Source: an optimization exercise on an open RTL-to-GDS flow (aim: small area, a short achievable clock period and few clock cycles). Production flows keep margins and buffers that such runs may drop. The RTL was checked by simulation tests, not by an equivalence proof against the original design. No activity file was given, so power comes from the tool's default toggle rates.

==> design/flow/design.v <==
`timescale 1ns / 1ps
module cpu(
    input wire sysclk,
    input wire cpu_resetn,
    output wire [31:0] imem_addr,
    input wire [31:0] imem_rdata,
    output wire [31:0] dmem_addr,
    input wire [31:0] dmem_rdata,
    output wire dmem_we,
    output wire [3:0] dmem_wmask,
    output wire [31:0] dmem_wdata
    );
    reg [31:2] pc;               
    reg        x_wr;             
    reg        x_load;
    reg        x_store;
    reg        x_jump;           
    reg        x_br;             
    reg        x_alu;            
    reg        x_sub;
    reg        x_sra;
    reg        x_xpc;            
    reg        x_xrs;            
    reg        x_yimm;           
    reg        x_cimm;           
    reg        x_fwd1, x_fwd2;   
    reg [2:0]  x_f3;
    reg [4:0]  x_rd;
    reg [31:0] x_rs1v, x_rs2v, x_imm;
    reg [31:2] x_pc;
    reg        m_wr;
    reg        m_load;
    reg [2:0]  m_f3;
    reg [4:0]  m_rd;
    reg [31:0] m_res;
    reg        m_we;
    reg [3:0]  m_wmask;
    reg [31:0] m_wdata;
    assign imem_addr  = {pc, 2'b00};
    assign dmem_addr  = m_res;
    assign dmem_we    = m_we;
    assign dmem_wmask = m_wmask;
    assign dmem_wdata = m_wdata;
    wire [31:0] word = dmem_rdata;
    wire [15:0] half = m_res[1] ? word[31:16] : word[15:0];
    wire [7:0]  bytev = m_res[0] ? half[15:8] : half[7:0];
    wire [31:0] ldata = m_f3[1] ? word :
                        m_f3[0] ? {{16{~m_f3[2] & half[15]}}, half} :
                                  {{24{~m_f3[2] & bytev[7]}}, bytev};
    wire [31:0] wdat = m_load ? ldata : m_res;
    wire [31:0] ir = imem_rdata;
    wire [4:0] rs1 = ir[19:15];
    wire [4:0] rs2 = ir[24:20];
    wire [4:0] rd  = ir[11:7];
    wire [31:0] rf_q [0:31];
    assign rf_q[0] = 32'h0;
    genvar gi;
    generate
        for (gi = 1; gi < 32; gi = gi + 1) begin : g_rf
            reg [31:0] r;
            always @(posedge sysclk)
                if (m_wr && m_rd == gi) r <= wdat;
            assign rf_q[gi] = r;
        end
    endgenerate
    reg [31:0] rd1, rd2;
    integer k;
    always @(*) begin
        rd1 = 32'h0;
        rd2 = 32'h0;
        for (k = 1; k < 32; k = k + 1) begin
            rd1 = rd1 | ({32{rs1 == k}} & rf_q[k]);
            rd2 = rd2 | ({32{rs2 == k}} & rf_q[k]);
        end
    end
    wire byp1 = m_wr && (m_rd == rs1);
    wire byp2 = m_wr && (m_rd == rs2);
    wire [31:0] rs1_val = byp1 ? wdat : rd1;
    wire [31:0] rs2_val = byp2 ? wdat : rd2;
    wire [4:0] op = ir[6:2];
    wire [2:0] f3 = ir[14:12];
    wire op_lui   = (op == 5'b01101);
    wire op_auipc = (op == 5'b00101);
    wire op_jal   = (op == 5'b11011);
    wire op_jalr  = (op == 5'b11001);
    wire op_br    = (op == 5'b11000);
    wire op_load  = (op == 5'b00000);
    wire op_store = (op == 5'b01000);
    wire op_imm   = (op == 5'b00100);
    wire op_reg   = (op == 5'b01100);
    wire use_rs1 = ~(op_lui | op_auipc | op_jal);
    wire use_rs2 = op_br | op_store | op_reg;
    wire writes  = (op_lui | op_auipc | op_jal | op_jalr | op_load | op_imm | op_reg) && (rd != 5'd0);
    wire [31:0] imm_i = {{20{ir[31]}}, ir[31:20]};
    wire [31:0] imm_s = {{20{ir[31]}}, ir[31:25], ir[11:7]};
    wire [31:0] imm_b = {{20{ir[31]}}, ir[7], ir[30:25], ir[11:8], 1'b0};
    wire [31:0] imm_u = {ir[31:12], 12'h000};
    wire [31:0] imm_j = {{12{ir[31]}}, ir[19:12], ir[20], ir[30:21], 1'b0};
    wire [31:0] imm = (op_lui | op_auipc) ? imm_u :
                      op_jal   ? imm_j :
                      op_br    ? imm_b :
                      op_store ? imm_s : imm_i;
    wire [31:0] xa = x_fwd1 ? m_res : x_rs1v;    
    wire [31:0] xb = x_fwd2 ? m_res : x_rs2v;    
    wire [31:0] opx = ({32{x_xrs}} & xa) | ({32{x_xpc}} & {x_pc, 2'b00});
    wire [31:0] opy = x_yimm ? x_imm : xb;
    wire [31:0] sum = opx + (opy ^ {32{x_sub}}) + {31'h0, x_sub};
    wire [31:0] cb = x_cimm ? x_imm : xb;
    wire eq  = (xa == cb);
    wire ltu = (xa < cb);
    wire lt  = (xa[31] ^ cb[31]) ? xa[31] : ltu;
    wire [4:0] sh = opy[4:0];
    wire left = ~x_f3[2];
    function [31:0] rev32;
        input [31:0] v;
        integer i;
        for (i = 0; i < 32; i = i + 1) rev32[i] = v[31 - i];
    endfunction
    wire [31:0] shin = left ? rev32(xa) : xa;
    wire fill = x_sra & xa[31] & ~left;
    wire [63:0] shx = {{32{fill}}, shin} >> sh;
    wire [31:0] shout = left ? rev32(shx[31:0]) : shx[31:0];
    reg [31:0] alu_res;
    always @(*) begin
        case (x_f3)
            3'b000: alu_res = sum;
            3'b001: alu_res = shout;
            3'b010: alu_res = {31'h0, lt};
            3'b011: alu_res = {31'h0, ltu};
            3'b100: alu_res = xa ^ opy;
            3'b101: alu_res = shout;
            3'b110: alu_res = xa | opy;
            default: alu_res = xa & opy;
        endcase
    end
    wire [31:0] x_result = x_alu ? alu_res : x_jump ? {pc, 2'b00} : sum;
    wire bcond = x_f3[2] ? (x_f3[1] ? ltu : lt) : eq;
    wire redirect = x_jump | (x_br & (bcond ^ x_f3[0]));
    wire stall = x_load & x_wr & ((use_rs1 & (rs1 == x_rd)) | (use_rs2 & (rs2 == x_rd)));
    wire bubble = redirect | stall;
    wire [3:0] smask = x_f3[1] ? 4'b1111 :
                       x_f3[0] ? (sum[1] ? 4'b1100 : 4'b0011) :
                                 (4'b0001 << sum[1:0]);
    wire [31:0] sdata = x_f3[1] ? xb :
                        x_f3[0] ? {2{xb[15:0]}} : {4{xb[7:0]}};
    always @(posedge sysclk or negedge cpu_resetn) begin
        if (!cpu_resetn) begin
            pc <= 30'h00002000;
            x_wr <= 1'b0;
            x_load <= 1'b0;
            x_store <= 1'b0;
            x_jump <= 1'b0;
            x_br <= 1'b0;
            m_wr <= 1'b0;
            m_we <= 1'b0;
        end else begin
            if (redirect) pc <= sum[31:2];
            else if (!stall) pc <= pc + 30'd1;
            x_wr    <= ~bubble & writes;
            x_load  <= ~bubble & op_load;
            x_store <= ~bubble & op_store;
            x_jump  <= ~bubble & (op_jal | op_jalr);
            x_br    <= ~bubble & op_br;
            m_wr <= x_wr;
            m_we <= x_store;
        end
    end
    always @(posedge sysclk) begin
        x_alu  <= op_imm | op_reg;
        x_sub  <= op_reg & ir[30] & (f3 == 3'b000);
        x_sra  <= ir[30];
        x_xpc  <= op_auipc | op_jal | op_br;
        x_xrs  <= ~(op_lui | op_auipc | op_jal | op_br);
        x_yimm <= ~op_reg;
        x_cimm <= op_imm;
        x_fwd1 <= x_wr & (rs1 == x_rd);
        x_fwd2 <= x_wr & (rs2 == x_rd);
        x_f3   <= f3;
        x_rd   <= rd;
        x_rs1v <= rs1_val;
        x_rs2v <= rs2_val;
        x_imm  <= imm;
        x_pc   <= pc;
        m_load  <= x_load;
        m_f3    <= x_f3;
        m_rd    <= x_rd;
        m_res   <= x_result;
        m_wmask <= smask;
        m_wdata <= sdata;
    end
endmodule
==> design/flow/run.sh <==
#!/bin/bash
# synth_recipe.tcl (not shown) runs the flow's synth.tcl, then flattens the netlist and writes it again
# the make line also repeats each setting of config.mk as NAME=value (left out here)
make -C /OpenROAD-flow-scripts/flow DESIGN_CONFIG=/design/flow/config.mk WORK_HOME=/design/flow/orfs CLKGATE_MAP_FILE= SYNTH_SCRIPT=/design/flow/synth_recipe.tcl finish
==> design/flow/config.mk <==
export PLATFORM = sky130hd
export DESIGN_NAME = cpu
export DESIGN_NICKNAME = cpu
export VERILOG_FILES = /design/flow/design.v
export SDC_FILE = /design/flow/constraint.sdc
export NUM_CORES = 4
export LEC_CHECK = 0
export CAP_MARGIN = 20
export CORE_MARGIN = 2
export CORE_UTILIZATION = 45
export PLACE_DENSITY = 0.6
export SLEW_MARGIN = 20
==> design/flow/constraint.sdc <==
create_clock -name core_clock -period 12.0 [get_ports {sysclk}]
set_input_delay 2.4000 -clock core_clock [delete_from_list [all_inputs] [get_ports {sysclk}]]
set_output_delay 2.4000 -clock core_clock [all_outputs]
set_load 0.01 [all_outputs]
==> summary.txt, run 1 <==
status=no timing/DRC/antenna violations; pre-CTS WS=a little under 6 ns; Worst-path clk slew=0.06 ns; Mean Syn Cell Area=roughly 12 sq um; combinational share of power=between 20% and 30%; global placer's final weighted congestion=~1.0; CP Data Arrival Time=7.11 ns; worst slew pin tran=approximately 1.2 ns; Mapped Cells=slightly below 5000; Seq pwr share=44.9%; met3 Usage GRT=a little under a fifth; Port Buffer Count=162; CP required=approximately 13 ns; commonest non-fill, non-tap cell in the layout=edfxtp_1; cts bufs inserted=approximately 140; total track usage=about 43%; most frequent cells in the layout=992 x edfxtp_1, 438 x a22oi_1, 254 x a221oi_1; unrepaired setup endpoints after global routing=false; Clock power frac=between 30% and 40%; starting density of the core=a little under half; FF-to-FF End=m_res[24]; Fin. Hold Viols=0; fmax=156 MHz; hold buffer count at cts=0; Wirelength per Cell=roughly 44 um; P&R area growth vs syn=15.7%; Gates resized, CTS repair=0; fin crit share=about 53%; worst-path maximum fanout=34; routed vias=52715; CTS root buffer=clkbuf_16; Rows=about 130; pin count of the biggest net entering global routing=53; Critical Path Sink Type=flip-flop; Slew headroom=16.1%; initial antenna violation count=9; core area=between 100000 and 150000 sq um; Tmin final=around 6.4 ns; Yosys cell types=90; sw frac=32.5%; Clock Tree Buf Depth=3; Clock Skews=0.0538 ns; Setup Crit Path Kind=reg2reg; R2R Setup Slk=between 5 and 6 ns; final wirelength=just over 300 mm; Synth Register Bits=1249; first-pass GRT wire length=roughly 400 mm; share of cells above drive strength 1=approximately an eighth; Mapped Area=roughly 59000 sq um; Power Density=188 nW/um^2; CP Capture Point=m_res[24]; post-synthesis xor/xnor area fraction=1.65%; leakage=23.1 nW; MaxCap Viol Count=0; worst skew pair latency=around 0.8 ns; max-slew violation count=0; # DRC=0; R2R depth=16; die span in y=about 370 um; routing usage on met1=~52%; Cell Int Power=around 8.7 mW; switching power=roughly 4.2 mW; Post-Place Cells=6574; router iterations before antenna repair=15; post-CTS setup buffers=0; vias in the first global route=48941; Main synth FF type=edfxtp_1; DRT iter0 DRCs=between 10000 and 15000; sequential area share after synthesis=between 50% and 60%; Die X=368 um; Synth Area in Simple Gates=7.96%; Max VDD drop=around 140 uV; adder-cell area share of the yosys netlist=2.70%; H-tree levels=4; Final Util=about 52%; Non-Filler Instances=between 6000 and 7000; mux cell area share after synthesis=between 5 and 6%; Detail Route Antenna Nets=0; GR Util met2=61.4%; FFs w/ async S/R, synth=under 10%; nets=between 5000 and 6000; Setup Viol. Count Final=0; DP HPWL=roughly 170 mm; Setup TNS=0 ns; Reg2Reg Launch Point=x_yimm; Num Clock Sinks=approximately 1200; Ports=about 170; die area=approximately 140000 sq um; final worst setup slack=around 5.6 ns; Crit. Startpoint=x_yimm; DR vias/cell=~7.7; Synth Area in Compound Gates=between 10% and 20%; main combinational cell family by area after synthesis=compound AO/OA/AOI/OAI gates; GRT busiest layer=met2; Synthesis Warnings=1; EDFF count, synth=slightly below 1000; Worst setup SP type=flip-flop; TritonCTS clock tree=built; total power=between 10 and 15 mW; Hold WC Path Type=reg2reg; remaining global-route overflow=0
flip-flops by register name, indices dropped and copies added (netlist names), 3 cells and up:
signal   flops
g_rf.r     992
m_res       32
m_wdata     32
x_imm       32
x_rs1v      32
x_rs2v      32
pc          30
x_pc        30
m_rd         5
x_rd         5
m_wmask      4
m_f3         3
x_f3         3
power groups by stage:
stage / Combinational, mW / Sequential (mW) / Clock [mW]
4_1_cts: 2.72 / 5.78 / 4.28
3_5_place_dp: 2.71 / 5.87 / 0
6_report: 2.84 / 5.81 / 4.29
5_1_grt: 2.95 / 5.81 / 4.48
2_1_floorplan: 1.34 / 5.74 / 0
3_3_place_gp: 2.69 / 5.87 / 0
stage by stage:
stage | hold WS (ns) | instance area, sq um
after floorplan | 0.329 | 59500
after global placement | 0.337 | 64200
after detailed placement | 0.343 | 64200
after CTS | 0.356 | 68800
after global routing | 0.378 | 68800
final | 0.352 | 68800
critical path, cell delays in order, from the launching register on:
cell,delay (ns)
dfxtp_1,0.93
clkinv_1,0.35
buf_4,0.40
mux2i_4,0.21
buf_4,0.46
inv_2,0.43
xnor2_1,0.24
ha_1,0.39
nor2b_1,0.17
o31a_1,0.33
o211a_1,0.35
nor2_1,0.13
o22ai_1,0.10
o41ai_1,0.81
or4b_2,0.64
o211a_1,0.16
o21ai_0,0.15
per-layer routing:
metal | vias to the layer above | share of wire (%) | routed length (um)
met5 | - | 0.29 | 886
met4 | 34 | 9.4 | 28400
met3 | 1723 | 17 | 51500
met2 | 5813 | 40 | 122000
met1 | 25357 | 33 | 99200
li1 | 19788 | - | -
worst min path at each step:
stage / from / to / slack (ns) / cells past startpoint
6_report: x_store / m_we / 0.35 / 0
5_1_grt: x_store / m_we / 0.38 / 0
4_1_cts: x_store / m_we / 0.36 / 0
3_5_place_dp: x_store / m_we / 0.34 / 0
3_3_place_gp: x_store / m_we / 0.34 / 0
2_1_floorplan: x_f3[0] / m_f3[0] / 0.33 / 0
cell families after synthesis:
| family | after synthesis |
|---|---|
| compound gates | 1582 |
| xor+xnor | 112 |
| fa+ha+maj | 128 |
| buf+inv | 463 |
| flops | 1249 |
| mux | 288 |
| other cells | 1 |
| simple gates | 1007 |
area by class of cell:
type	instances	area, sq um
Inverter	108	405
Antenna cell	10	25.0
Fill cell	11079	62500
Clock inverter	72	835
Timing Repair Buffer	343	2990
Clock buffer	180	3720
Sequential cell	1249	35100
Multi-Input combinational cell	3119	23500
Tap cell	1755	2200
Yosys cell counts, types with 16 or more instances:
cell	instances	area (sq um)
o21ai_0	154	771
nand3_1	128	641
mux4_2	33	743
a31oi_1	17	106
nand2_1	213	800
o221ai_1	21	184
ha_1	127	1590
clkbuf_1	285	1070
a211oi_1	16	120
edfxtp_1	992	29800
o211ai_1	48	360
a21o_1	20	150
a21oi_1	214	1070
buf_1	44	165
nand2b_1	17	106
a222oi_1	65	651
dfxtp_1	220	4400
mux2_2	55	619
a22oi_1	438	3290
nor3_1	88	440
xor2_1	47	412
a221oi_1	254	2220
nand4_1	141	882
mux2i_1	198	1980
buf_2	17	85.1
dfrtp_1	36	901
inv_1	101	379
xnor2_1	65	569
nor2_1	326	1220
a22o_1	238	2080
Testbench counts, summed over its fixed seeds: cycles 94,921.
==> run 2: changes to the inputs <==
==> design/flow/flow/run.sh (new file) <==
#!/bin/bash
# Standard ORFS layout (the standard.sh, unchanged synthesis), with the
# timing repair asked to leave extra setup slack so that the layout is
# optimised for speed, not merely to meet the 12 ns constraint, and a
# sparser placement for faster detailed routing.
set -euo pipefail
bash standard.sh SETUP_SLACK_MARGIN=8.0 CORE_UTILIZATION=35 PLACE_DENSITY=0.5 finish > standard.log 2>&1
==> design/flow/standard.sh (new file) <==
#!/bin/bash
# synth_recipe.tcl (not shown) runs the flow's synth.tcl, then flattens the netlist and writes it again
# the make line also repeats each setting of config.mk as NAME=value (left out here)
make -C /OpenROAD-flow-scripts/flow DESIGN_CONFIG=/design/flow/config.mk WORK_HOME=/design/flow/orfs CLKGATE_MAP_FILE= SYNTH_SCRIPT=/design/flow/synth_recipe.tcl "${@:-finish}"
--- a/design/flow/config.mk
+++ b/design/flow/config.mk
@@ -9,4 +9,4 @@
 export CORE_MARGIN = 2
-export CORE_UTILIZATION = 45
-export PLACE_DENSITY = 0.6
+export CORE_UTILIZATION = 35
+export PLACE_DENSITY = 0.5
 export SLEW_MARGIN = 20
removed: design/flow/run.sh
==> run 2 against run 1 <==
Combinational power increased by 18%. Cell area increased by 7.6%. Global-route usage decreased by 5.7 points. Synthesized cell count unchanged. Largest power group unchanged. Die area increased by 28%. Maximum frequency increased by 56%. Largest cell class unchanged.
==> summary.txt, run 2 <==
Setup Viol. Count Final=0; H-tree levels=4; Rows=about 150; max-slew violation count=0; Num Clock Sinks=roughly 1200; R2R Setup Slk=roughly 8.0 ns; worst slew pin tran=between 1 and 1.5 ns; die area=approximately 170000 sq um; routed vias=54380; sequential cell area=roughly 35000 sq um; multi-input gate area in the final layout=24900 sq um; Clock Tree Buf Depth=3; most instantiated library cell after synthesis=edfxtp_1; Post-synth top cells=992 x edfxtp_1, 438 x a22oi_1, 326 x nor2_1; GRT busiest layer=met2; commonest non-fill, non-tap cell in the layout=edfxtp_1; Ports=between 150 and 200; adder-cell area share of the yosys netlist=under 10%; CP required=12.67 ns; Setup Crit Path Kind=in2reg; Synth area leaders=edfxtp_1 50%, dfxtp_1 7.4%, a22oi_1 5.5%, a221oi_1 3.7%, a22o_1 3.5%; crit-path leading delay family=simple AND/OR/NAND/NOR gates; global placer's final weighted congestion=around 1; Synthesis Warnings=1; Worst setup SP type=input port; initial antenna violation count=24; starting density of the core=a little over a third; first-pass GRT wire length=444 mm; Synth Register Bits=between 1000 and 1500; most numerous cell on the critical path=buf_8; TritonCTS clock tree=built; Fin. Hold Viols=0; fin crit share=34.2%; Worst-path clk slew=approximately 0.06 ns; CP max-delay cell=or2_4; GR Util met2=between 50 and 60%; CP Data Arrival Time=between 4 and 5 ns; unrepaired setup endpoints after global routing=true; Yosys cell types=90; leakage=roughly 25 nW; most frequent cells in the layout=992 x edfxtp_1, 438 x a22oi_1, 318 x buf_4; status=no timing/DRC/antenna violations; CP bufs+invs=3; DRT iter0 DRCs=between 10000 and 15000; post-synthesis xor/xnor area fraction=between 1.5 and 2%; cells along the critical path=clkbuf_4, or2_4, nor2_4, buf_8, buf_8, a22oi_1, nand4_1, nor3_1, a21oi_1; placed inst area=between 60000 and 70000 sq um; router iterations before antenna repair=12; final wirelength=around 340 mm; max reg flops=between 900 and 1000; Port Buffer Count=162; worst skew pair latency=just over 0.8 ns; remaining global-route overflow=0; mux cell area share after synthesis=5.68%; Clock Skews=0.0559 ns; Mapped Area=~60000 sq um; Biggest register=g_rf.r; slowest stage delay, CP=0.38 ns; Mapped Cells=a little under 5000; Slew headroom=between 10% and 20%; vias in the first global route=49578; FFs w/ async S/R, synth=~3.0%; Mean Syn Cell Area=between 10 and 15 sq um; Setup TNS=0 ns; EDFF count, synth=roughly 990; nets=about 5400; post-route cell area=74000 sq um; Max VDD drop=118 uV; Tmin final=around 4 ns; met3 Usage GRT=between 10% and 20%; routing usage on met1=a little under 50%; post-synth top area cell=edfxtp_1; sequential area share after synthesis=between 50 and 60%; Main synth FF type=edfxtp_1; Synth Area in Compound Gates=19.9%; Synth Area in Simple Gates=around 8%; DR vias/cell=~7.2; CTS root buffer=clkbuf_16; share of cells above drive strength 1=22.0%; MaxCap Viol Count=0; fmax=between 200 and 250 MHz; Fin Hold WS=about 0.34 ns; Critical Path Sink Type=flip-flop; DP HPWL=between 150 and 200 mm; Wirelength per Cell=44.8 um; Power Density=about 180 nW/um^2; Die X=416 um; die span in y=~420 um; cts bufs inserted=137; P&R area growth vs syn=24.4%; # fillers=roughly 16000; pin count of the biggest net entering global routing=50; total track usage=37.6%; worst-path maximum fanout=15; Detail Route Antenna Nets=0; core area=approximately 170000 sq um; Synth top area share=between 50% and 60%; # DRC=0; main combinational cell family by area after synthesis=compound AO/OA/AOI/OAI gates; Hold WC Path Type=reg2reg
## run 2: kinds of logic after synthesis
group           after synthesis
other cells                   1
simple gates               1007
compound gates             1582
flops                      1249
fa+ha+maj                   128
mux                         288
xor+xnor                    112
buf+inv                     463
## run 2: path summary, 6_finish.rpt
| kind | cells after the start | end | start |
|---|---|---|---|
| worst min-delay path | 0 | m_we | x_store |
| min in group asynchronous | 1 | pc[9] | cpu_resetn |
| max in group asynchronous | 1 | pc[27] | cpu_resetn |
| worst max-delay path | 9 | x_rs2v[23] | imem_rdata[23] |
| worst max register to register | 18 | m_res[30] | x_fwd1 |
| worst min register to register | 0 | m_we | x_store |
## run 2: stage by stage
stage | util [%] | power [mW] | instances | setup slack (ns)
floorplan | - | 7.10 | 4831 | 7.55
global placement | 38.3 | 8.64 | 7039 | 5.49
detailed placement | 38.3 | 8.65 | 7039 | 5.43
CTS | 43.0 | 13.2 | 7480 | 7.91
global route | 43.8 | 13.8 | 7558 | 7.86
finish | 43.8 | 13.5 | 7571 | 7.90
## run 2: where the power goes
part / switching (mW) / internal (mW) / total [mW]
registers: 0.314 / 5.46 / 5.77
clock network: 1.94 / 2.47 / 4.41
logic: 2.25 / 1.11 / 3.36
total: 4.50 / 9.04 / 13.5
## run 2: final cells by class
class                   count  share of cell area [%]
clock buffers             184                    5.05
well taps                2218                    3.75
multi-input cells        3124                    33.6
diodes                     14                  0.0473
inverters                 108                   0.654
clock inverters            71                    1.18
repair buffers            599                    8.03
repair inverters            4                  0.0507
flip-flops and latches   1249                    47.6
## run 2: worst register-to-register path, cell delays in order (launching register included)
cell,delay [ns]
dfxtp_4,0.42
buf_12,0.19
buf_12,0.14
mux2i_1,0.07
buf_4,0.19
inv_1,0.18
o2111a_2,0.30
nor2_4,0.06
fa_2,0.44
nor2b_4,0.13
o31a_1,0.25
o211a_4,0.26
o211ai_1,0.12
buf_4,0.18
and4b_1,0.20
o31ai_2,0.27
a21oi_2,0.11
xor2_2,0.23
o21ai_1,0.10
## run 2: layer usage
metal	up-vias	wire (um)
li1	20363	-
met1	27138	122000
met2	5476	135000
met3	1383	56100
met4	20	26100
met5	-	149
## run 2: timing repair
| item | 4_1_cts | 5_1_grt |
|---|---|---|
| resized for setup | 579 | 159 |
| hold buffers | 0 | 0 |
| setup buffers | 171 | 73 |
| endpoints found under the setup margin | 825 | 241 |
| gates cloned | 15 | 4 |
| pin swaps | 73 | 50 |
==> run 3: changes to the inputs <==
--- a/design/flow/design.v
+++ b/design/flow/design.v
@@ -13,2 +13,4 @@
     reg [31:2] pc;               
+    reg        fix;              
+    reg        fix_inc;          
     reg        x_wr;             
@@ -18,2 +20,3 @@
     reg        x_br;             
+    reg        x_binv;           
     reg        x_alu;            
@@ -98,3 +101,10 @@
     wire [31:0] imm_j = {{12{ir[31]}}, ir[19:12], ir[20], ir[30:21], 1'b0};
-    wire [31:0] imm = (op_lui | op_auipc) ? imm_u :
+    wire bpred = op_br & ir[31] & ir[30] & ir[7];
+    wire jpred = op_jal & ~ir[31] & ~ir[30] & ~ir[20] & (ir[19:12] == 8'h00);
+    wire fpred = bpred | jpred;
+    wire [8:0]  blo = {1'b0, pc[9:2]} + {1'b0, ir[29:25], ir[3] ? ir[24:22] : ir[11:9]};
+    wire [31:2] btgt = {pc[31:10], blo[7:0]};
+    wire [31:10] pchfix = fix_inc ? pc[31:10] + 22'd1 : pc[31:10] - 22'd1;
+    wire [31:0] imm = fpred ? 32'd4 :
+                      (op_lui | op_auipc) ? imm_u :
                       op_jal   ? imm_j :
@@ -137,5 +147,5 @@
     wire bcond = x_f3[2] ? (x_f3[1] ? ltu : lt) : eq;
-    wire redirect = x_jump | (x_br & (bcond ^ x_f3[0]));
+    wire redirect = x_jump | (x_br & (bcond ^ x_binv));
     wire stall = x_load & x_wr & ((use_rs1 & (rs1 == x_rd)) | (use_rs2 & (rs2 == x_rd)));
-    wire bubble = redirect | stall;
+    wire bubble = redirect | fix | stall;
     wire [3:0] smask = x_f3[1] ? 4'b1111 :
@@ -148,2 +158,4 @@
             pc <= 30'h00002000;
+            fix <= 1'b0;
+            fix_inc <= 1'b0;
             x_wr <= 1'b0;
@@ -157,3 +169,8 @@
             if (redirect) pc <= sum[31:2];
-            else if (!stall) pc <= pc + 30'd1;
+            else if (fix) pc <= {pchfix, pc[9:2]};
+            else if (stall) pc <= pc;
+            else if (fpred) pc <= btgt;
+            else pc <= pc + 30'd1;
+            fix <= ~redirect & ~fix & ~stall & fpred & (blo[8] ^ ~ir[3]);
+            fix_inc <= ir[3];
             x_wr    <= ~bubble & writes;
@@ -161,3 +178,3 @@
             x_store <= ~bubble & op_store;
-            x_jump  <= ~bubble & (op_jal | op_jalr);
+            x_jump  <= ~bubble & (op_jalr | (op_jal & ~jpred));
             x_br    <= ~bubble & op_br;
@@ -171,2 +188,3 @@
         x_sra  <= ir[30];
+        x_binv <= f3[0] ^ bpred;
         x_xpc  <= op_auipc | op_jal | op_br;
==> run 3 against run 2 <==
Still clean on timing, DRC and antenna. Combinational power up 12%. Cell count up 5.0%. Synthesized cell count is 5.8% higher. Sequential power about the same. Sequential cell count rose by 3. Area after synthesis rose by 2.7%. Die area grew 2.6%. Hold slack gained 0.015 ns. Clock skew shrank 0.025 ns. Largest power group unchanged.
==> summary.txt, run 3 <==
status=no timing/DRC/antenna violations; Hold WC Path Type=reg2reg; # fillers=between 15000 and 20000; starting density of the core=approximately a third; DP HPWL=between 150 and 200 mm; post-synth top area cell=edfxtp_1; switching power=about 4.7 mW; routed vias=approximately 57000; commonest non-fill, non-tap cell in the layout=edfxtp_1; Slew headroom=between 10% and 20%; Setup TNS=0 ns; Synth top area share=approximately half; die span in y=422 um; Ports=approximately 170; DR vias/cell=7.11; Max VDD drop=roughly 100 uV; adder-cell area share of the yosys netlist=roughly 3.3%; fmax=between 200 and 250 MHz; Yosys cell types=approximately 90; Setup Viol. Count Final=0; pre-CTS WS=between 5 and 6 ns; Post-synth top cells=992 x edfxtp_1, 437 x a22oi_1, 390 x nor2_1; MaxCap Viol Count=0; Synth Area in Compound Gates=20.7%; Detail Route Antenna Nets=0; Synthesis Warnings=1; die area=178000 sq um; Num Clock Sinks=about 1300; nets=around 5700; unrepaired setup endpoints after global routing=true; Die X=between 400 and 500 um; Synth Register Bits=1252; Synth Area in Simple Gates=under 10%; final worst setup slack=approximately 7.9 ns; vias in the first global route=~52000; first-pass GRT wire length=around 460 mm; CTS root buffer=clkbuf_16; # DRC=0; router iterations before antenna repair=11; cts bufs inserted=~140; Critical Path Sink Type=flip-flop; most frequent cells in the layout=992 x edfxtp_1, 437 x a22oi_1, 337 x buf_4; Biggest register=g_rf.r; Port Buffer Count=around 160; Clock power frac=between 30% and 40%; DRT iter0 DRCs=10833; sequential area share after synthesis=slightly below 60%; FFs w/ async S/R, synth=between 3 and 4%; TritonCTS clock tree=built; max reg flops=992; worst-path maximum fanout=18; Power Density=about 180 nW/um^2; multi-input gate area in the final layout=approximately 27000 sq um; initial antenna violation count=16; worst slew pin tran=1.28 ns; H-tree levels=4; combinational share of power=about 27%; Synth area leaders=edfxtp_1 49%, dfxtp_1 7.2%, a22oi_1 5.4%, a221oi_1 3.6%, a22o_1 3.4%; Cell Int Power=between 9 and 10 mW; core area=roughly 170000 sq um; share of cells above drive strength 1=roughly 22%; fin crit share=roughly 34%; EDFF count, synth=992; met2 wire len=~140 mm; met3 WL=between 50 and 60 mm; CP Data Arrival Time=4.77 ns; final wirelength=approximately 350 mm; pin count of the biggest net entering global routing=between 50 and 60; CP required=roughly 13 ns; worst skew pair latency=a little over 0.8 ns; Mapped Area=slightly above 60000 sq um; global placer's final weighted congestion=around 0.98; Worst setup SP type=input port; Seq pwr share=just over 40%; remaining global-route overflow=0; Main synth FF type=edfxtp_1; main combinational cell family by area after synthesis=compound AO/OA/AOI/OAI gates; top routing layer in use=met5; Mapped Cells=5108; Clock Skews=approximately 0.031 ns; sequential cell area=roughly 35000 sq um; post-synthesis xor/xnor area fraction=approximately 1.7%; Final Util=between 40 and 50%; Clock Tree Buf Depth=3; Setup Crit Path Kind=in2reg; max-slew violation count=0; Rows=~150; Fin. Hold Viols=0; hold buffer count at cts=0; sw frac=between 30 and 40%; Tmin final=a little over 4 ns; Worst-path clk slew=0.06 ns; Met1 Wirelength=approximately 120 mm; P&R area growth vs syn=25.0%; leakage=about 26 nW; Wirelength per Cell=about 43 um; most instantiated library cell after synthesis=edfxtp_1; mux cell area share after synthesis=between 4 and 5%; Mean Syn Cell Area=between 10 and 15 sq um; total track usage=a little under two fifths
==> run 3: cell count changes after synthesis, moves of 14 or more <==
cell | previous run | this run
xnor2_1 | 65 | 85
a211oi_1 | 16 | 36
ha_1 | 127 | 155
xor2_1 | 47 | 33
nor2_1 | 326 | 390
a21o_1 | 20 | 37
clkbuf_1 | 285 | 304
nand4_1 | 141 | 160
a21oi_1 | 214 | 254
mux2i_1 | 198 | 155
nand2_1 | 213 | 244
nand3_1 | 128 | 114
nor3_1 | 88 | 106
==> run 3: final cells by class <==
type	instances	area share (%)
Multi-Input combinational cell	3374	35.1
Tap cell	2325	3.81
Inverter	118	0.625
Timing Repair Buffer	608	7.87
Clock inverter	77	1.22
Antenna cell	13	0.0426
Timing Repair inverter	4	0.0361
Sequential cell	1252	46.3
Clock buffer	182	4.97
==> run 3: cells by family after synthesis <==
group / after synthesis
other: 1
adder cells (fa/ha/maj): 158
flip-flops: 1252
multiplexers: 253
buffers and inverters: 485
AO/OA/AOI/OAI: 1699
AND/OR/NAND/NOR: 1142
XOR/XNOR: 118
==> run 3: final timing paths <==
kind | from | to | slack (ns) | cells after the start
worst max-delay path | imem_rdata[24] | x_rs2v[26] | 7.90 | 10
worst min-delay path | x_store | m_we | 0.36 | 0
worst max register to register | x_fwd2 | m_res[4] | 7.90 | 12
worst min register to register | x_store | m_we | 0.36 | 0
max in group asynchronous | cpu_resetn | pc[2] | 9.54 | 1
min in group asynchronous | cpu_resetn | pc[30] | 1.74 | 1
==> run 3: what timing repair did <==
item,4_1_cts,5_1_grt
endpoints found under the setup margin,539,128
cloned,20,3
pin swaps,91,77
resized for setup,640,160
buffers inserted,190,66
==> run 3: per-stage QoR <==
stage          total power, mW  cell area (sq um)  hold WS (ns)  cells
2_1_floorplan             7.43              61800         0.326   5109
6_report                  14.1              76300         0.358   7953
3_3_place_gp              9.00              66600         0.338   7400
5_1_grt                   14.4              76300         0.362   7944
3_5_place_dp              9.03              66700         0.346   7402
4_1_cts                   13.8              75100         0.360   7871
==> run 3: routing by layer <==
metal | global-route usage, % | up-vias
li1 | - | 21405
met5 | 1.02 | -
met2 | 53.2 | 5703
met1 | 45.2 | 27828
met3 | 16.1 | 1629
met4 | 25.3 | 16
==> run 3: critical path, stage by stage <==
cell	delay [ns]
dlygate4sd2_1	0.25
buf_8	0.15
or2_4	0.34
nor2_4	0.10
buf_4	0.45
buf_8	0.39
a221oi_2	0.14
nand4_1	0.12
nor3_1	0.06
a21oi_1	0.31
==> run 3: power by group through the flow <==
stage	logic [mW]	registers, mW	clock network (mW)
6_report	3.78	5.79	4.52
5_1_grt	3.94	5.78	4.68
4_1_cts	3.52	5.76	4.51
3_5_place_dp	3.07	5.96	0
3_3_place_gp	3.04	5.96	0
2_1_floorplan	1.69	5.74	0
Testbench counts of run 3, summed over its fixed seeds: cycles 90,631.
==> run 4: changes to the inputs <==
--- a/design/flow/design.v
+++ b/design/flow/design.v
@@ -106,3 +106,6 @@
     wire [31:2] btgt = {pc[31:10], blo[7:0]};
-    wire [31:10] pchfix = fix_inc ? pc[31:10] + 22'd1 : pc[31:10] - 22'd1;
+    wire [31:10] hinv = {22{fix & ~fix_inc}};
+    wire [31:2] inc_in = fix ? {pc[31:10] ^ hinv, 8'hff} : pc;
+    wire [31:2] pcinc = inc_in + 30'd1;
+    wire [31:10] pchfix = pcinc[31:10] ^ hinv;
     wire [31:0] imm = fpred ? 32'd4 :
@@ -172,3 +175,3 @@
             else if (fpred) pc <= btgt;
-            else pc <= pc + 30'd1;
+            else pc <= pcinc;
             fix <= ~redirect & ~fix & ~stall & fpred & (blo[8] ^ ~ir[3]);
==> run 4 against run 3 <==
Area after synthesis fell by 1.3%. Combinational power fell by 3%. Largest cell class unchanged. Die area fell by 1.3%. Critical path type unchanged. Cell area fell by 1.6%. Clock power fell by 2%.
==> summary.txt, run 4 <==
status=no timing/DRC/antenna violations; Synth area leaders=edfxtp_1 49%, dfxtp_1 7.3%, a22oi_1 5.6%, a22o_1 3.8%, a221oi_1 3.6%; Mapped Cells=4920; cells along the critical path=buf_12, mux2_4, ha_4, fa_2, a21o_1, a21oi_2, nor2b_1, o21a_1, or3_4, a21oi_2, a21oi_1, mux2_4, mux2_4; router iterations before antenna repair=10; EDFF count, synth=around 1000; most numerous cell on the critical path=mux2_4; FFs w/ async S/R, synth=~3.1%; sequential area share after synthesis=between 50% and 60%; Tmin final=~4.3 ns; Setup TNS=0 ns; max-slew violation count=0; CP bufs+invs=1; nets=approximately 5500; Hold WC Path Type=reg2reg; Worst setup SP type=input port; Main synth FF type=edfxtp_1; fin crit share=35.9%; routed vias=approximately 55000; commonest non-fill, non-tap cell in the layout=edfxtp_1; P&R area growth vs syn=24.7%; Fin Hold WS=between 0.3 and 0.4 ns; crit-path leading delay family=multiplexers; final wirelength=between 300 and 400 mm; initial antenna violation count=26; Mean Syn Cell Area=approximately 12 sq um; Setup Viol. Count Final=0; Power Density=185 nW/um^2; die span in y=419 um; worst slew pin tran=between 1 and 1.5 ns; first-pass GRT wire length=450 mm; Clock Skews=0.0590 ns; vias in the first global route=50838; share of cells above drive strength 1=between 20% and 30%; Biggest register=g_rf.r; Post-synth top cells=992 x edfxtp_1, 450 x a22oi_1, 351 x nor2_1; cts bufs inserted=140; Synth Register Bits=around 1300; # DRC=0; Max VDD drop=around 130 uV; R2R Setup Slk=~7.8 ns; Die X=around 420 um; Slew headroom=15.6%; Detail Route Antenna Nets=0; post-synth top area cell=edfxtp_1; Clock Tree Buf Depth=3; Ports=~170; Num Clock Sinks=1252; max reg flops=~990; most instantiated library cell after synthesis=edfxtp_1; Port Buffer Count=roughly 160; remaining global-route overflow=0; Fin. Hold Viols=0; CP max-delay cell=fa_2; CTS root buffer=clkbuf_16; DP HPWL=188 mm; starting density of the core=35.2%; CP Data Arrival Time=5.02 ns; Synth top area share=between 40% and 50%; unrepaired setup endpoints after global routing=true; slowest stage delay, CP=about 0.37 ns; Rows=152; TritonCTS clock tree=built; Worst-path clk slew=0.05 ns; MaxCap Viol Count=0; total track usage=roughly 38%; core area=171000 sq um; global placer's final weighted congestion=between 1 and 1.5; pin count of the biggest net entering global routing=52; Critical Path Sink Type=flip-flop; DR vias/cell=around 7.1; fmax=232 MHz; die area=176000 sq um; Wirelength per Cell=around 44 um; Yosys cell types=88; Synthesis Warnings=1; CP required=12.70 ns; H-tree levels=4; hold buffer count at cts=0; worst-path maximum fanout=6; DRT iter0 DRCs=about 11000; Mapped Area=about 60000 sq um; worst skew pair latency=between 0.8 and 0.9 ns; Setup Crit Path Kind=in2reg; leakage=approximately 26 nW; most frequent cells in the layout=992 x edfxtp_1, 450 x a22oi_1, 318 x buf_4
## run 4: per-stage QoR
stage	utilization [%]	cells	setup slack (ns)	area (sq um)	power [mW]
floorplan	-	4921	7.07	60900	7.24
global placement	38.3	7199	5.44	65700	8.87
detailed placement	38.3	7199	5.39	65700	8.88
CTS	43.2	7661	7.76	74100	13.6
global route	43.8	7709	7.63	75100	14.2
finish	43.8	7727	7.69	75100	13.9
## run 4: cell type report
| class | instances | area [sq um] |
|---|---|---|
| Fill cell | 15777 | 96200 |
| Sequential cell | 1252 | 35300 |
| Multi-Input combinational cell | 3201 | 26000 |
| Timing Repair Buffer | 590 | 5840 |
| Clock buffer | 185 | 3810 |
| Tap cell | 2310 | 2890 |
| Clock inverter | 71 | 811 |
| Inverter | 98 | 405 |
| Antenna cell | 18 | 45.0 |
| Timing Repair inverter | 2 | 15.0 |
## run 4: what timing repair did
item	4_1_cts	5_1_grt
setup buffers	190	46
cloned	16	2
pin swaps	84	58
gates resized for setup	658	138
endpoints found under the setup margin	479	211
## run 4: path summary, 6_finish.rpt
| check | endpoint | from | depth (start not counted) |
|---|---|---|---|
| max | pc[8] | imem_rdata[3] | 13 |
| min reg2reg | m_we | x_store | 0 |
| min in group asynchronous | pc[27] | cpu_resetn | 2 |
| max in group asynchronous | pc[2] | cpu_resetn | 2 |
| min | m_we | x_store | 0 |
| max reg2reg | m_res[15] | x_fwd2 | 17 |
## run 4: cells by family after synthesis
| kind of cell | share of synthesized area, % |
|---|---|
| buffers and inverters | 3.05 |
| flip-flops | 58.4 |
| AO/OA/AOI/OAI | 20.1 |
| AND/OR/NAND/NOR | 8.35 |
| other | 0.00622 |
| multiplexers | 5.52 |
| XOR/XNOR | 1.69 |
| adder cells (fa/ha/maj) | 2.87 |
## run 4: per-layer routing
| layer | track usage (%) | vias up | part of all wire, % |
|---|---|---|---|
| met5 | 0.167 | - | 0.059 |
| met3 | 14.1 | 1723 | 15 |
| li1 | - | 20604 | - |
| met1 | 46.2 | 26893 | 35 |
| met2 | 54.8 | 5624 | 41 |
| met4 | 26.1 | 22 | 9.2 |
## run 4: where the power goes
| group | total [mW] | internal (mW) | switching, mW |
|---|---|---|---|
| registers | 5.81 | 5.47 | 0.342 |
| clock network | 4.42 | 2.48 | 1.94 |
| logic | 3.68 | 1.24 | 2.44 |
Testbench counts of run 4, summed over its fixed seeds: cycles 90,631.
==> run 5: changes to the inputs <==
--- a/design/flow/design.v
+++ b/design/flow/design.v
@@ -106,6 +106,3 @@
     wire [31:2] btgt = {pc[31:10], blo[7:0]};
-    wire [31:10] hinv = {22{fix & ~fix_inc}};
-    wire [31:2] inc_in = fix ? {pc[31:10] ^ hinv, 8'hff} : pc;
-    wire [31:2] pcinc = inc_in + 30'd1;
-    wire [31:10] pchfix = pcinc[31:10] ^ hinv;
+    wire [31:10] pchfix = fix_inc ? pc[31:10] + 22'd1 : pc[31:10] - 22'd1;
     wire [31:0] imm = fpred ? 32'd4 :
@@ -175,3 +172,3 @@
             else if (fpred) pc <= btgt;
-            else pc <= pcinc;
+            else pc <= pc + 30'd1;
             fix <= ~redirect & ~fix & ~stall & fpred & (blo[8] ^ ~ir[3]);
==> design/flow/flow/run.sh (replaced) <==
#!/bin/bash
# Standard ORFS layout (the standard.sh, unchanged synthesis), with the
# timing repair asked to leave extra setup slack so that the layout is
# optimised for speed, not merely to meet the 12 ns constraint, a sparser
# placement for faster detailed routing, and larger clock-tree sink
# clusters (fewer clock buffers).
set -euo pipefail
bash standard.sh SETUP_SLACK_MARGIN=8.0 CORE_UTILIZATION=35 PLACE_DENSITY=0.5 \
    CTS_CLUSTER_SIZE=30 CTS_CLUSTER_DIAMETER=80 finish > standard.log 2>&1
==> run 5 against run 4 <==
Clock-buffer cell count shrank 104. Clock skew grew 0.014 ns. Die area grew 1.3%. Sequential power shrank 0.7%. First-iteration DRC count grew 0.59%. Highest routed layer unchanged.
==> summary.txt, run 5 <==
status=no timing/DRC/antenna violations; remaining global-route overflow=0; worst slew pin tran=1.28 ns; Clock Tree Buf Depth=3; Final Util=a little over two fifths; leakage=roughly 25 nW; top routing layer in use=met5; P&R area growth vs syn=22.4%; Mapped Cells=just over 5000; H-tree levels=3; DRT iter0 DRCs=about 11000; final wirelength=between 300 and 400 mm; met3 WL=roughly 54 mm; unrepaired setup endpoints after global routing=true; placed inst area=around 67000 sq um; DR vias/cell=slightly above 7; Met1 Wirelength=about 120 mm; starting density of the core=a little over a third; worst-path maximum fanout=24; FFs w/ async S/R, synth=under 10%; most instantiated library cell after synthesis=edfxtp_1; post-route cell area=74800 sq um; hold buffer count at cts=0; post-synth top area cell=edfxtp_1; routed vias=approximately 56000; Num Clock Sinks=1252; hold depth=0; Synth top area share=48.8%; Post-Place Cells=approximately 7400; CP required=approximately 13 ns; CP Data Arrival Time=4.77 ns; Setup Crit Path Kind=in2reg; Non-Filler Instances=between 7000 and 8000; Tmin final=4.16 ns; Critical Path Sink Type=flip-flop; total track usage=~37%; fmax=about 240 MHz; initial antenna violation count=16; max reg flops=between 900 and 1000; Rows=about 150; Synth Register Bits=approximately 1300; Fin Hold WS=~0.37 ns; first-pass GRT wire length=between 400 and 500 mm; Main synth FF type=edfxtp_1; Mapped Area=between 60000 and 70000 sq um; worst skew pair latency=roughly 0.79 ns; Wirelength per Cell=~44 um; Power Density=around 170 nW/um^2; Synthesis Warnings=1; die span in y=between 400 and 500 um; die area=~180000 sq um; final worst setup slack=about 8 ns; MaxCap Viol Count=0; # DRC=0; DP HPWL=191 mm; Worst-path clk slew=roughly 0.1 ns; most frequent cells in the layout=992 x edfxtp_1, 437 x a22oi_1, 361 x buf_4; pin count of the biggest net entering global routing=59; Setup TNS=0 ns; cts bufs inserted=75; Hold WC Path Type=reg2reg; Worst setup SP type=input port; Die X=422 um; nets=5690; Mean Syn Cell Area=12.0 sq um; TritonCTS clock tree=built; max-slew violation count=0; CTS root buffer=clkbuf_16; met2 wire len=around 140 mm; Clock Skews=0.0733 ns; Yosys cell types=91; core area=between 150000 and 200000 sq um; R2R depth=16; Slew headroom=between 10% and 20%; Post-synth top cells=992 x edfxtp_1, 437 x a22oi_1, 390 x nor2_1; Setup Viol. Count Final=0; Detail Route Antenna Nets=0; vias in the first global route=between 50000 and 60000; total power=approximately 13 mW; pre-CTS WS=approximately 5.4 ns; Fin. Hold Viols=0; Synth area leaders=edfxtp_1 49%, dfxtp_1 7.2%, a22oi_1 5.4%, a221oi_1 3.6%, a22o_1 3.4%; Max VDD drop=between 100 and 150 uV; EDFF count, synth=992; global placer's final weighted congestion=around 0.98; Ports=approximately 170; sequential area share after synthesis=between 50 and 60%; Biggest register=g_rf.r; fin crit share=34.6%; share of cells above drive strength 1=21.7%; Port Buffer Count=between 150 and 200; router iterations before antenna repair=13; commonest non-fill, non-tap cell in the layout=edfxtp_1
[run 5: changes by cell type in the layout (fill, tap and decap cells not counted), sizes merged, moves of 20 or more]
cell / before / now
clkbuf: 190 / 93
inv: 96 / 145
o21ai: 118 / 163
buf: 433 / 477
nand2: 201 / 244
nor2: 351 / 390
a211oi: 13 / 38
clkinv: 50 / 25
a22o: 263 / 239
a21oi: 232 / 255
ha: 135 / 155
[run 5: layout make-up]
class | instances | area (sq um)
Fill cell | 16147 | 98800
Clock buffer | 81 | 1900
Tap cell | 2325 | 2910
Sequential cell | 1252 | 35400
Timing Repair inverter | 4 | 27.5
Antenna cell | 9 | 22.5
Timing Repair Buffer | 640 | 6330
Multi-Input combinational cell | 3375 | 26800
Clock inverter | 58 | 930
Inverter | 118 | 477
[run 5: logic make-up after synthesis]
group                    after synthesis  share of synthesized area, %
XOR/XNOR                             118                          1.69
other                                  1                       0.00614
flip-flops                          1252                          57.6
multiplexers                         253                          4.92
buffers and inverters                485                          3.07
AND/OR/NAND/NOR                     1142                          8.75
AO/OA/AOI/OAI                       1699                          20.7
adder cells (fa/ha/maj)              158                          3.27
[run 5: power by group]
group | internal, mW | leakage [nW] | switching, mW
Combinational | 1.35 | 12.8 | 2.52
Clock | 1.33 | 1.35 | 1.85
Sequential | 5.45 | 11.2 | 0.321
[run 5: final timing paths]
kind	from	endpoint	slack [ns]
setup / recovery	imem_rdata[15]	x_rs1v[0]	7.84
hold / removal	x_store	m_we	0.37
setup reg to reg	x_fwd2	m_res[31]	7.87
hold reg to reg	x_store	m_we	0.37
max in group asynchronous	cpu_resetn	pc[2]	9.48
min in group asynchronous	cpu_resetn	pc[30]	1.81
[run 5: worst max-delay path, cell delays in order]
cell	delay, ns
buf_4	0.18
nand2b_4	0.22
buf_4	0.17
nor2_4	0.44
buf_8	0.45
a221oi_1	0.17
nand4_1	0.22
nor3_4	0.08
a21oi_4	0.38
[run 5: what timing repair did]
item	in CTS	in global routing
pin swaps	99	107
setup buffers	190	95
cloned	16	11
setup endpoints to repair	572	208
resized for setup	660	174
endpoints found under the hold margin	0	0
[run 5: per-layer routing]
metal / vias to the layer above / global-route usage (%)
met1: 27515 / 45.2
met2: 5474 / 52.9
li1: 21265 / -
met3: 1565 / 15.1
met5: - / 0.672
met4: 18 / 25.0
Testbench counts of run 5, summed over its fixed seeds: cycles 90,631.

## afterwards: timing with drivers on the ports
The flow's constraints put no driver on any port. The routed layouts listed below were extracted and timed again, unchanged, in two steps. Step 1 (the two cells are an assumption about what drives the block):
set clk [get_ports {sysclk}]
set_driving_cell -lib_cell sky130_fd_sc_hd__clkbuf_16 $clk
set_driving_cell -lib_cell sky130_fd_sc_hd__buf_2 [delete_from_list [all_inputs] $clk]
Step 2, shift: input delay + t, output delay - t, t = (earliest + latest rising clock arrival at the registers) / 2. This alone moves slack from input paths to output paths. Slacks: ideal ports / drivers / drivers and shift; pairs: ideal ports / drivers.
| run | shift t [ns] | slack for setup (ns) | clock arrival spread, ns | slew at the worst register clock pin (ns) | worst data-port slew with drivers (ns) |
|---|---|---|---|---|---|
| run 1 | 0.873 | 5.584 / 5.584 / 5.368 | 0.055 / 0.054 | 0.06 / 0.06 | 0.08 |
| run 2 | 0.879 | 7.897 / 7.945 / 7.073 | 0.057 / 0.057 | 0.08 / 0.08 | 0.12 |
| run 3 | 0.876 | 7.896 / 7.826 / 6.950 | 0.035 / 0.034 | 0.07 / 0.07 | 0.25 |
| run 4 | 0.883 | 7.688 / 7.716 / 6.833 | 0.060 / 0.060 | 0.07 / 0.07 | 0.07 |
| run 5 | 0.837 | 7.845 / 7.718 / 6.881 | 0.073 / 0.074 | 0.12 / 0.12 | 0.26 |
After both steps every run listed still meets setup and hold. For run 5, which loses most, drivers alone change the setup slack by -0.127 ns; drivers and shift together by -0.964 ns.
